What follows belongs to an exercise in optimizing a design on an open flow for small area; a production flow would make more cautious choices. Only simulation tests tie the RTL to the original design; equivalence was not proved. No activity file was given, so power comes from the tool's default toggle rates.

**design/flow/constraint.sdc**
```tcl
create_clock -name core_clock -period 6.5 [get_ports {clk}]
set_input_delay 1.3000 -clock core_clock [delete_from_list [all_inputs] [get_ports {clk}]]
set_output_delay 1.3000 -clock core_clock [all_outputs]
set_load 0.01 [all_outputs]
```
**design/flow/design.v**
```verilog
`timescale 100ps / 100ps
module sort_pe #(
    parameter DATA_WIDTH = 8,
    parameter INDEX_WIDTH = 9,
    parameter FIRST = 0           
    )(
    input clk,
    input i_shift,
    input i_load,
    input i_hold,
    input [DATA_WIDTH-1:0] i_prev_data,
    input [INDEX_WIDTH-1:0] i_prev_index,
    input [DATA_WIDTH-1:0] i_new_data,
    input [INDEX_WIDTH-1:0] i_new_index,
    output reg [DATA_WIDTH-1:0] o_data,
    output reg [INDEX_WIDTH-1:0] o_index
    );
    generate
        if (FIRST) begin : g_first
            always @(posedge clk) begin
                if (i_load) begin
                    o_data <= i_new_data;
                    o_index <= i_new_index;
                end
            end
        end
        else begin : g_rest
            always @(posedge clk) begin
                o_data <= ({DATA_WIDTH{i_shift}} & i_prev_data) |
                          ({DATA_WIDTH{i_load}} & i_new_data) |
                          ({DATA_WIDTH{i_hold}} & o_data);
                o_index <= ({INDEX_WIDTH{i_shift}} & i_prev_index) |
                           ({INDEX_WIDTH{i_load}} & i_new_index) |
                           ({INDEX_WIDTH{i_hold}} & o_index);
            end
        end
    endgenerate
endmodule
`timescale 100ps / 100ps
module insert_sort #(
    parameter K_NUMBER = 64,
    parameter BLOCK_NUMBER = 16,
    parameter LOG2_BLOCK_NUMBER = 4,
    parameter LOG2_WIDTH = 5,
    parameter DATA_WIDTH = 8,
    parameter INDEX_WIDTH = 9,
    parameter NGROUP = 3,
    parameter FIRST_GROUP = 16    
    )(
    input clk,
    input rst_n,
    input i_valid,
    input [DATA_WIDTH-1:0] i_data,
    input [INDEX_WIDTH-1:0] i_index,
    input i_clear,
    input i_last_block,
    output o_valid,
    output [DATA_WIDTH*K_NUMBER-1:0] o_sorted_data,
    output [INDEX_WIDTH*K_NUMBER-1:0] o_sorted_index,
    output reg [BLOCK_NUMBER*(LOG2_WIDTH+1)-1:0] o_row_block_count,
    output reg o_count_valid
    );
    localparam signed [DATA_WIDTH-1:0] BOUNDARY = -7;
    function integer group_start;
        input integer g;
        begin
            if (g == 0)
                group_start = 0;
            else
                group_start = FIRST_GROUP + (g - 1) * (K_NUMBER - FIRST_GROUP) / (NGROUP - 1);
        end
    endfunction
    function integer count_width;
        input integer n;
        integer v;
        begin
            count_width = 0;
            for (v = n; v > 0; v = v >> 1)
                count_width = count_width + 1;
        end
    endfunction
    localparam IDLE_W = count_width(K_NUMBER);
    wire [NGROUP-1:0] w_yv;
    wire [DATA_WIDTH-1:0] w_yd [0:NGROUP-1];
    wire [INDEX_WIDTH-1:0] w_yi [0:NGROUP-1];
    wire [NGROUP-1:0] w_ov;
    wire [DATA_WIDTH-1:0] w_od [0:NGROUP-1];
    wire [INDEX_WIDTH-1:0] w_oi [0:NGROUP-1];
    reg [NGROUP-1:1] r_cv;
    reg [DATA_WIDTH-1:0] r_cd [1:NGROUP-1];
    reg [INDEX_WIDTH-1:0] r_ci [1:NGROUP-1];
    wire [DATA_WIDTH-1:0] w_data [0:K_NUMBER-1];
    wire [INDEX_WIDTH-1:0] w_index [0:K_NUMBER-1];
    wire [INDEX_WIDTH-1:0] w_chain [0:K_NUMBER-1];   
    wire [K_NUMBER-1:0] r_used;
    reg [K_NUMBER-1:0] r_head;
    wire [K_NUMBER-1:0] w_head;    
    wire [K_NUMBER-1:0] w_gt;      
    wire [K_NUMBER-1:0] w_ge;      
    wire [K_NUMBER-1:0] w_ins;
    wire [K_NUMBER-1:0] w_shift;
    wire [K_NUMBER-1:0] w_load;
    assign w_yv[0] = i_valid;
    assign w_yd[0] = i_data;
    assign w_yi[0] = i_index;
    function [1:0] cmp8;
        input [7:0] a;
        input [7:0] b;
        reg [7:0] gt, lt;
        reg [3:0] gt2, lt2;
        reg [1:0] gt4, lt4;
        reg gt8, lt8;
        integer k;
        begin
            for (k = 0; k < 8; k = k + 1) begin
                gt[k] = (k == 7) ? (!a[k] & b[k]) : (a[k] & !b[k]);
                lt[k] = (k == 7) ? (a[k] & !b[k]) : (!a[k] & b[k]);
            end
            for (k = 0; k < 4; k = k + 1) begin
                gt2[k] = gt[2*k+1] | (!lt[2*k+1] & gt[2*k]);
                lt2[k] = lt[2*k+1] | (!gt[2*k+1] & lt[2*k]);
            end
            for (k = 0; k < 2; k = k + 1) begin
                gt4[k] = gt2[2*k+1] | (!lt2[2*k+1] & gt2[2*k]);
                lt4[k] = lt2[2*k+1] | (!gt2[2*k+1] & lt2[2*k]);
            end
            gt8 = gt4[1] | (!lt4[1] & gt4[0]);
            lt8 = lt4[1] | (!gt4[1] & lt4[0]);
            cmp8 = {gt8, !gt8 & !lt8};
        end
    endfunction
    genvar g, i;
    generate
        for (g = 0; g < NGROUP; g = g + 1) begin : g_group
            localparam GS = group_start(g);
            localparam GE = group_start(g + 1) - 1;
            wire enters = $signed(w_yd[g]) > $signed(BOUNDARY);
            wire [DATA_WIDTH-1:0] bus_d = w_yv[g] ? w_yd[g] : BOUNDARY;
            wire [INDEX_WIDTH-1:0] bus_i = w_yv[g] ? w_yi[g] : {INDEX_WIDTH{1'b1}};
            localparam GFILL_W = count_width(GE - GS + 1);
            reg [GFILL_W-1:0] r_fill;
            always @(posedge clk or negedge rst_n) begin
                if (rst_n == 1'b0) begin
                    r_fill <= 'b0;
                end
                else if (i_clear) begin
                    r_fill <= 'b0;
                end
                else if (w_yv[g] && enters && r_fill != GE - GS + 1) begin
                    r_fill <= r_fill + 1'b1;
                end
            end
            for (i = GS; i <= GE; i = i + 1) begin : g_entry
                wire [1:0] c = cmp8(w_yd[g], w_data[i]);
                assign w_gt[i] = w_yv[g] & (r_used[i] ? c[1] : enters);
                assign w_ge[i] = c[1] | c[0];
                if (i == GS) begin : g_first
                    assign w_head[i] = 1'b1;
                    assign w_chain[i] = w_index[i];
                    assign w_ins[i] = w_gt[i];
                    assign w_shift[i] = 1'b0;
                    sort_pe #(
                        .DATA_WIDTH(DATA_WIDTH),
                        .INDEX_WIDTH(INDEX_WIDTH),
                        .FIRST(1)
                    ) U_sort_pe (
                        .clk(clk),
                        .i_shift(1'b0),
                        .i_load(w_load[i]),
                        .i_hold(!w_load[i]),
                        .i_prev_data(bus_d),
                        .i_prev_index(bus_i),
                        .i_new_data(bus_d),
                        .i_new_index(bus_i),
                        .o_data(w_data[i]),
                        .o_index(w_index[i])
                    );
                end
                else begin : g_rest
                    assign w_head[i] = r_head[i] | !r_used[i];
                    assign w_chain[i] = r_head[i] ? w_index[i] : w_chain[i-1];
                    assign w_ins[i] = w_gt[i] & !w_gt[i-1];
                    assign w_shift[i] = w_gt[i-1] & w_head[i];
                    always @(posedge clk) begin
                        if (w_gt[i-1]) r_head[i] <= w_head[i-1];
                        else if (w_ins[i]) r_head[i] <= !w_ge[i-1];
                    end
                    sort_pe #(
                        .DATA_WIDTH(DATA_WIDTH),
                        .INDEX_WIDTH(INDEX_WIDTH)
                    ) U_sort_pe (
                        .clk(clk),
                        .i_shift(w_shift[i]),
                        .i_load(w_load[i]),
                        .i_hold(!w_shift[i] & !w_load[i]),
                        .i_prev_data(w_data[i-1]),
                        .i_prev_index(w_chain[i-1]),
                        .i_new_data(bus_d),
                        .i_new_index(bus_i),
                        .o_data(w_data[i]),
                        .o_index(w_index[i])
                    );
                end
                assign r_used[i] = r_fill > (i - GS);
                assign w_load[i] = w_ins[i] | (!w_yv[g] & !r_used[i]);
                assign o_sorted_data[i*DATA_WIDTH +: DATA_WIDTH] = w_data[i];
                assign o_sorted_index[i*INDEX_WIDTH +: INDEX_WIDTH] = w_index[i];
            end
            assign w_ov[g] = w_yv[g] & (w_gt[GE] ? r_used[GE] : 1'b1);
            assign w_od[g] = w_gt[GE] ? w_data[GE] : w_yd[g];
            assign w_oi[g] = w_gt[GE] ? w_chain[GE] : w_yi[g];
            if (g > 0) begin : g_carry
                always @(posedge clk or negedge rst_n) begin
                    if (rst_n == 1'b0) begin
                        r_cv[g] <= 1'b0;
                    end
                    else begin
                        r_cv[g] <= w_ov[g-1];
                    end
                end
                always @(posedge clk) begin
                    r_cd[g] <= w_od[g-1];
                    r_ci[g] <= w_oi[g-1];
                end
                assign w_yv[g] = r_cv[g];
                assign w_yd[g] = r_cd[g];
                assign w_yi[g] = r_ci[g];
            end
        end
    endgenerate
    reg [IDLE_W-1:0] r_idle;
    always @(posedge clk or negedge rst_n) begin
        if (rst_n == 1'b0) begin
            r_idle <= 'b0;
        end
        else if (i_valid) begin
            r_idle <= 1;
        end
        else if (r_idle != 0) begin
            r_idle <= r_idle + 1'b1;
        end
    end
    assign o_valid = i_last_block && r_idle == K_NUMBER;
    always @(posedge clk or negedge rst_n) begin
        if (rst_n == 1'b0) begin
            o_count_valid <= 'b0;
        end
        else begin
            o_count_valid <= o_valid;
        end
    end
    reg r_drop;
    reg [LOG2_BLOCK_NUMBER-1:0] r_drop_block;
    always @(posedge clk or negedge rst_n) begin
        if (rst_n == 1'b0) begin
            r_drop <= 1'b0;
        end
        else begin
            r_drop <= w_ov[NGROUP-1];
        end
    end
    always @(posedge clk) begin
        r_drop_block <= w_oi[NGROUP-1][INDEX_WIDTH-1 -: LOG2_BLOCK_NUMBER];
    end
    reg r_count_init;
    always @(posedge clk or negedge rst_n) begin
        if (rst_n == 1'b0) begin
            r_count_init <= 1'b1;
        end
        else begin
            r_count_init <= 1'b0;
        end
    end
    generate
        for (i = 0; i < BLOCK_NUMBER; i = i + 1) begin : g_count
            always @(posedge clk) begin
                if (r_count_init) begin
                    o_row_block_count[i*(LOG2_WIDTH+1) +: (LOG2_WIDTH+1)] <= 6'b100000;
                end
                else if (r_drop && r_drop_block == i) begin
                    o_row_block_count[i*(LOG2_WIDTH+1) +: (LOG2_WIDTH+1)] <= o_row_block_count[i*(LOG2_WIDTH+1) +: (LOG2_WIDTH+1)] - 1'b1;
                end
                else if (i_clear) begin
                    o_row_block_count[i*(LOG2_WIDTH+1) +: (LOG2_WIDTH+1)] <= 6'b100000;
                end
            end
        end
    endgenerate
endmodule
`timescale 100ps / 100ps
module topk_top (
    input clk,
    input rst_n,
    input i_valid,
    input [7:0] i_data,
    input [8:0] i_index,
    input i_clear,
    input i_last_block,
    output o_valid,
    output [511:0] o_sorted_data,
    output [575:0] o_sorted_index,
    output [95:0] o_row_block_count,
    output o_count_valid
);
    insert_sort #(
        .K_NUMBER(64),
        .BLOCK_NUMBER(16),
        .LOG2_BLOCK_NUMBER(4),
        .LOG2_WIDTH(5),
        .DATA_WIDTH(8),
        .INDEX_WIDTH(9)
    ) u_insert_sort (
        .clk(clk),
        .rst_n(rst_n),
        .i_valid(i_valid),
        .i_data(i_data),
        .i_index(i_index),
        .i_clear(i_clear),
        .i_last_block(i_last_block),
        .o_valid(o_valid),
        .o_sorted_data(o_sorted_data),
        .o_sorted_index(o_sorted_index),
        .o_row_block_count(o_row_block_count),
        .o_count_valid(o_count_valid)
    );
endmodule
```
**design/flow/config.mk**
```make
export PLATFORM = sky130hd
export DESIGN_NAME = topk_top
export DESIGN_NICKNAME = topk_top
export VERILOG_FILES = /design/flow/design.v
export SDC_FILE = /design/flow/constraint.sdc
export NUM_CORES = 4
export LEC_CHECK = 0
export ABC_AREA = 1
export CAP_MARGIN = 20
export CORE_MARGIN = 2
export CORE_UTILIZATION = 45
export CTS_BUF_LIST = sky130_fd_sc_hd__clkbuf_16
export CTS_CLUSTER_DIAMETER = 80
export CTS_CLUSTER_SIZE = 20
export PLACE_DENSITY = 0.6
export SLEW_MARGIN = 20
```
**design/flow/run.sh**
```bash
#!/bin/bash
# synth_recipe.tcl (not shown) runs the flow's synth.tcl, then flattens the netlist and writes it again
# the make line also repeats each setting of config.mk as NAME=value (left out here)
make -C /OpenROAD-flow-scripts/flow DESIGN_CONFIG=/design/flow/config.mk WORK_HOME=/design/flow/orfs CLKGATE_MAP_FILE= SYNTH_SCRIPT=/design/flow/synth_recipe.tcl finish
```
==> metrics.md <==
| Metric | Value |
|---|---|
| Die ar. | `~160000 sq um` |
| Status | `timing/DRC/antenna clean` |
| Clock Path Buffers | `3` |
| Die Wd | `~400 um` |
| Top cell type's share of synthesized area | `between 30% and 40%` |
| Area growth syn-to-layout | `22.8%` |
| WS Path Type | `input port to flop` |
| I/O pin count | `approximately 1.2k` |
| Initial core utilization | `approximately 45%` |
| CP startpoint kind | `input port` |
| DP Wirelength | `272000 um` |
| Fin crit share | `approximately 79%` |
| CTS buffer count | `93` |
| Hold WC Path Type | `input port to asynchronous set/reset pin` |
| CTS resizes | `0` |
| First drt pass iteration count | `9` |
| Layout Skew | `between 20 and 30 ps` |
| Share of layout cells above drive strength 1 | `10.1%` |
| Synth area leaders | `dfxtp_1 (33%), nand2_1 (11%), inv_1 (5.1%), nand3_1 (4.8%), edfxtp_1 (4.6%)` |
| Critical path's slowest cell | `nor2_1` |
| Seq/Total Area, Yosys | `between 30% and 40%` |
| Syn Inst Count | `9758` |
| Relative max-transition margin | `between 10% and 20%` |
| Core Region | `approximately 160000 sq um` |
| Cell Count Post-Placement | `about 13k` |
| Leading area contributor after synthesis | `dfxtp_1` |
| Non-Filler Instances | `roughly 13k` |
| Synth warn | `7` |
| DRC errors left | `0` |
| Setup-failing EPs final | `0` |
| Initial DRC count | `9793` |
| Clock Tree Root | `clkbuf_16` |
| Worst-path fanout max | `19` |
| Cell Rows | `between 100 and 150` |
| Via count | `approximately 79k` |
| Hold violation count in the final report | `0` |
| GRT Residual Overflow | `0` |
| FILL cells | `14.9k` |
| Synth Register Bits | `between 1k and 1.5k` |
| First-pass GRT wire length | `around 510000 um` |
| Pins Over Slew Limit | `0` |
| Worst-skew pair later-pin latency | `about 750 ps` |
| Critical path buffer and inverter count | `5` |
| CP endpoint kind | `flop` |
| CP top delay family | `simple AND/OR/NAND/NOR gates` |
| Synth unique cells | `67` |
| Vias per inst | `about 6` |
| CTS clk-pin slew, worst paths | `about 90 ps` |
| Crit-path cells | `clkdlybuf4s50_1 -> buf_4 -> inv_2 -> nor4_1 -> o21ai_1 -> nand2_1 -> inv_2 -> a21oi_1 -> nand2_1 -> nand3_1 -> o21ai_1 -> nor2_1 -> inv_1 -> o21ai_1` |
| CTS Hold Bufs | `0` |
| Port Buf Inserts | `1207` |
| P per Cell Area | `~310 nW/um^2` |
| Vias in the first global route | `just over 70k` |
| Dominant cell by count in the synthesized netlist | `nand2_1` |
| CP most frequent cell | `o21ai_1` |
| H-tree depth | `3` |
| Top FF cell, synth | `dfxtp_1` |
| Max cap viols | `0` |
| Arr. time, crit path | `5810 ps` |
| Synth async-reset ratio | `2.06%` |
| Maximum vdd drop | `approximately 0.00024 V` |
| TritonCTS clock tree | `built` |
| Postcts setup bufs | `0` |
| RSZ-0062 raised after global routing | `no` |
| WP data required | `approximately 7000 ps` |
| CP max stage delay | `770 ps` |
| Clk sinks | `about 1.3k` |
| GP Congestion | `roughly 1.0` |
| Global Route Usage Sum | `~42%` |
| Cell Area, Synth | `approximately 71000 sq um` |
| Setup TNS Final | `0 ps` |
| Average size of a mapped cell | `7.29 sq um` |
| Pin count of the biggest net entering global routing | `58` |
| Chip height | `~400 um` |
| Worst slew pin tran | `roughly 1200 ps` |
| Fin crit period | `5140 ps` |
| Initial antenna violation count | `11` |
| Antenna-violating nets left | `0` |
| Synth Net Count | `between 9k and 10k` |
| Fmax | `195 MHz` |
| Static Leak | `slightly below 40 nW` |
| Routed wire length per instance | `roughly 28 um` |
| Total routed wirelength | `358000 um` |
| Final nets | `~11k` |
| Number of synthesized flops with an enable pin | `~110` |
| Commonest cells in the netlist | `nand2_1 (2089), dfxtp_1 (1174), inv_1 (965)` |
[routing by layer]
layer | GRT usage (%) | routed length (um) | vias to the layer above
li1 | - | - | 35600
met1 | 51.8 | 134000 | 37400
met2 | 62.4 | 150000 | 4828
met3 | 13.6 | 45000 | 1018
met4 | 29.0 | 28500 | 12
met5 | 0 | 64 | -
[layout make-up]
type	count	area (sq um)	area share (%)
inverter	1124	4250	4.87
clock inverter	71	566	0.647
antenna	7	17.5	0.0200
timing repair buffer	1318	13000	14.8
multi-input combinational	6834	37100	42.4
tap	2058	2570	2.95
clock buffer	100	2500	2.86
sequential	1310	27500	31.4
[cell usage in the layout (no fill, tap or decap), types with 30 or more instances in the layout]
master and count:
o21ai_0 406, inv_2 132, nand2_2 38, clkdlybuf4s50_1 1205, or2_2 173, clkinv_1 31, a21oi_1 270, a211oi_1 32
clkbuf_16 100, inv_1 982, nand3_2 307, nor2_1 697, a22oi_1 396, dfxtp_1 1165, o31ai_1 66, nor2_2 30
nand3_1 679, o211ai_1 196, buf_4 106, o21a_1 63, ha_1 33, a31oi_1 174, nand4_1 48, o21ai_2 75
o21ai_1 390, o22ai_1 109, edfxtp_1 109, nor3_1 180, o221ai_1 146, nand2_1 2083, a221o_1 125
[metrics by stage]
step | power, mW | util (%) | hold WS [ps] | worst slack (ps) | cell area [sq um]
after floorplan | 15.5 | - | 418 | 2900 | 71100
after global placement | 20.1 | 53.8 | 448 | 890 | 84200
after detailed placement | 20.2 | 53.8 | 460 | 826 | 84200
after CTS | 26.5 | 55.7 | 472 | 1600 | 87300
after global routing | 27.7 | 55.8 | 444 | 1210 | 87400
final | 26.8 | 55.8 | 459 | 1360 | 87400
[kinds of logic (layout without fill, tap and decap cells)]
logic type / Yosys count / after routing / share of synthesized area [%]
AO/OA/AOI/OAI: 2519 / 2519 / 23.5
AND/OR/NAND/NOR: 4277 / 4277 / 27.9
buffers and inverters: 1614 / 2613 / 9.40
other: 1 / 8 / 0.00527
adder cells (fa/ha/maj): 33 / 33 / 0.580
XOR/XNOR: 4 / 4 / 0.0492
flip-flops: 1310 / 1310 / 38.6
[path summary, 6_finish.rpt]
| kind | start | to | slack (ps) | cells after the start |
|---|---|---|---|---|
| max | i_data[3] | flop | 1360 | 14 |
| max in group asynchronous | rst_n | u_insert_sort.r_cv[1] | 5480 | 2 |
| max reg2reg | u_insert_sort.r_cd[2][4] | flop | 1460 | 12 |
| min | rst_n | u_insert_sort.o_count_valid | 460 | 1 |
| min in group core_clock | u_insert_sort.o_row_block_count[17] | u_insert_sort.o_row_block_count[17] | 480 | 1 |
| min reg2reg | u_insert_sort.o_row_block_count[17] | u_insert_sort.o_row_block_count[17] | 480 | 1 |
[state kept, by name, summed over array words and instances (netlist names)]
signal and flops:
u_insert_sort.r_cd 16, u_insert_sort.g_group.g_entry.g_rest.U_sort_pe.o_data 488, u_insert_sort.r_head 61, u_insert_sort.g_group.g_entry.g_first.U_sort_pe.o_data 24, u_insert_sort.r_cv 2, u_insert_sort.g_group.g_entry.g_first.U_sort_pe.o_index 27, u_insert_sort.g_group.r_fill 15, u_insert_sort.o_row_block_count 96
u_insert_sort.r_idle 7, u_insert_sort.o_count_valid 1, u_insert_sort.r_count_init 1, u_insert_sort.r_ci 18, u_insert_sort.r_drop 1, u_insert_sort.g_group.g_entry.g_rest.U_sort_pe.o_index 549, u_insert_sort.r_drop_block 4
[power by group]
group,switching [mW],leakage [nW],internal [mW]
sequential,1.64,11.1,9.30
clock,3.47,1.57,2.90
combinational,5.90,27.0,3.56

what the ideal ports hide:
No port has a modelled driver above. Below, the same layout with a new extraction and two added sets of constraints.
Step 1: set_driving_cell puts a clkbuf_16 on clk and a buf_2 on each other input, an assumption about the parent block.
Step 2 also shifts input and output timing later by t, the mid clock arrival at the registers, as if the neighbouring blocks saw the same clock.
Three values: ideal ports, drivers, drivers and shift; two values: the first two.
t, ns: 0.826
setup slack, ns: 1.363 / 1.428 / 0.603
worst setup path after step 2: input to register
worst register clock-pin slew, ns: 0.09 / 0.09
cell pins on the clock port's net: 1
After both steps setup and hold are still met in this run. For this run, drivers alone change the setup slack by +0.065 ns; drivers and shift together by -0.760 ns.
